From an optimization exercise on the open Yosys and OpenROAD flow, aimed at small area; shortcuts taken in it are not production practice. The RTL was checked by simulation tests, not by an equivalence proof against the original design. Power figures rest on the tool's default switching activity, not on a simulated workload.

run A:
// top
module top(
	input clk,
	input rst_n,
	input left,
	input right,
	input up,
	input down,
	input [15:0] SW,
	output reg bell,
	output reg [2:0] sel,
	output [6:0] segment,
	output [15:0] LED
	);
Size in the first run: about 63 flip-flops, roughly 49 I/O pins, roughly 4700 µm² of cells after synthesis.
==> flow/config.mk <==
export PLATFORM = sky130hd
export DESIGN_NAME = top
export DESIGN_NICKNAME = top
export VERILOG_FILES = /design/flow/design.v
export SDC_FILE = /design/flow/constraint.sdc
export NUM_CORES = 4
export LEC_CHECK = 0
export ABC_AREA = 1
export CAP_MARGIN = 20
export CORE_MARGIN = 2
export CORE_UTILIZATION = 40
export SLEW_MARGIN = 20
==> flow/constraint.sdc <==
create_clock -name core_clock -period 70.0 [get_ports {clk}]
set_input_delay 14.0000 -clock core_clock [delete_from_list [all_inputs] [get_ports {clk}]]
set_output_delay 14.0000 -clock core_clock [all_outputs]
set_load 0.01 [all_outputs]
standard.sh (not shown) runs the stock make flow with config.mk's settings and CLKGATE_MAP_FILE= SYNTH_SCRIPT=/design/flow/synth_recipe.tcl, a recipe that flattens the netlist after the stock synthesis.
==> flow/flow/run.sh <==
#!/bin/bash
# Own layout flow: the standard ORFS flow (standard.sh) with
#  - synthesis through flow/synth_own.tcl (standard synthesis, stronger ABC script),
#  - port buffers of the smallest buffer cell (every port still gets one),
#  - CTS with small clock buffers and no dummy loads.
# Each tool's output goes to logs under orfs/logs (ORFS) and to own_*.log here.
set -euo pipefail
WORK=$(pwd)
sed "s#@WORK@#$WORK#g" flow/synth_own.tcl > own_synth.tcl
# standard.sh with our synthesis script and extra make variables
sed -e "s#SYNTH_SCRIPT=[^ ]*synth_recipe.tcl#SYNTH_SCRIPT=$WORK/own_synth.tcl#" \
    -e 's#"\${@:-finish}"#"BUFFER_PORTS_ARGS=-buffer_cell sky130_fd_sc_hd__buf_1" "CTS_ARGS=-sink_clustering_enable -repair_clock_nets -buf_list sky130_fd_sc_hd__clkbuf_4 -dont_use_dummy_load" "${@:-finish}"#' \
    standard.sh > own.sh
grep -q own_synth.tcl own.sh
grep -q BUFFER_PORTS_ARGS own.sh
bash own.sh > own_make.log 2>&1
==> flow/flow/abc_own.script <==
strash
&get -n
&dch
&nf -R 1000
&put
topo
==> flow/flow/synth_own.tcl <==
# The standard synthesis (synth_recipe.tcl), with one change: ABC maps the
# logic with flow/abc_own.script (area-oriented) instead of ORFS's script.
# Registers are mapped before ABC runs, so they are the standard synthesis's.
proc abc {args} {
  set i [lsearch -exact $args -script]
  if {$i >= 0} {
    lset args [expr {$i + 1}] "@WORK@/flow/abc_own.script"
  }
  yosys abc {*}$args
}
source @WORK@/synth_recipe.tcl
Run A did not stop at any stage, and its layout met the timing, DRC and antenna checks.
> inputs changed (run A -> run B)
==> flow/flow/abc_own.script <==
strash
&get -n
&dch
&nf -R 1000
&put
strash
&get -n
&dch
&nf -R 1000
&put
strash
&get -n
&dch
&nf -R 1000
&put
topo
--- outcome ---
On hold slack, run B does worse than run A.
The sequential cell area of run B and that of run A are within noise of each other.
When run B is set beside run A, its worst path buffer plus inverter count turns out to be 1 larger.
Number of stages on the worst setup path, run B vs run A: down by more than 10%
Any difference in global router's overall resource usage between run B and run A is small enough to ignore.
Compared with run A, run B shows a reg2reg setup slack that is 1260 ps lower.
In the tables for run A and run B, mean number of vias per cell reads lower with run B.
Between run A and run B, synthesized area decreased.
Changes in run C relative to run B:
-- flow/flow/run.sh --
<<< run B, line 10
# standard.sh with our synthesis script and extra make variables
sed -e "s#SYNTH_SCRIPT=[^ ]*synth_recipe.tcl#SYNTH_SCRIPT=$WORK/own_synth.tcl#" \
    -e 's#"\${@:-finish}"#"BUFFER_PORTS_ARGS=-buffer_cell sky130_fd_sc_hd__buf_1" "CTS_ARGS=-sink_clustering_enable -repair_clock_nets -buf_list sky130_fd_sc_hd__clkbuf_4 -dont_use_dummy_load" "${@:-finish}"#' \
    standard.sh > own.sh
grep -q own_synth.tcl own.sh
>>> run C, line 10
# standard.sh with our synthesis script and extra make variables
sed -e "s#SYNTH_SCRIPT=[^ ]*synth_recipe.tcl#SYNTH_SCRIPT=$WORK/own_synth.tcl#" \
    -e 's#"\${@:-finish}"#"BUFFER_PORTS_ARGS=-buffer_cell sky130_fd_sc_hd__buf_1" "CTS_ARGS=-sink_clustering_enable -repair_clock_nets -buf_list sky130_fd_sc_hd__clkbuf_8 -dont_use_dummy_load" "${@:-finish}"#' \
    standard.sh > own.sh
grep -q own_synth.tcl own.sh
==> flow/flow/abc_own.script <==
strash
&get -n
&dch
&nf -R 1000
&put
topo
## What came out
- Run C vs. run B: sum of routed wire segments on met1 saw a decrease; met1 demand-to-capacity share in global routing saw an increase; growth of design area from synthesis to finish saw an increase; reported net switching power saw an increase.
- On maximum clock frequency: between run B and run C, it ends up higher for run C.
- | number of global-route vias before repair | lower: run B |
- On buffer count excluding the clock tree in the final layout: between run B and run C, it ends up higher for run B.
- Run C finished all stages; the layout is clean.

-- port drivers added, routing unchanged --
In the flow no input, the clock included, has a driving cell. The finished layouts below were timed again as built, in two steps.
Step 1, drivers: a clkbuf_16 drives clk and a buf_2 each remaining input, both assumed.
Step 2 times the ports against the registers' clock, not the clock port: input delays grow and output delays shrink by t, the midpoint of the rising clock arrivals with the driver on.
a / b / c = ideal / step 1 / step 2; a / b = the first two.
run | t (ns) | slack for setup (ns) | worst hold slack (ns) | pins driven straight from the clock port
run A | 0.419 | 50.512 / 50.483 / 50.903 | 0.394 / 0.394 / 0.394 | 1
run B | 0.488 | 50.457 / 50.422 / 50.911 | 0.369 / 0.369 / 0.369 | 1
run C | 0.363 | 50.569 / 50.538 / 50.901 | 0.387 / 0.387 / 0.387 | 1
After both steps setup and hold are still met in every run listed.
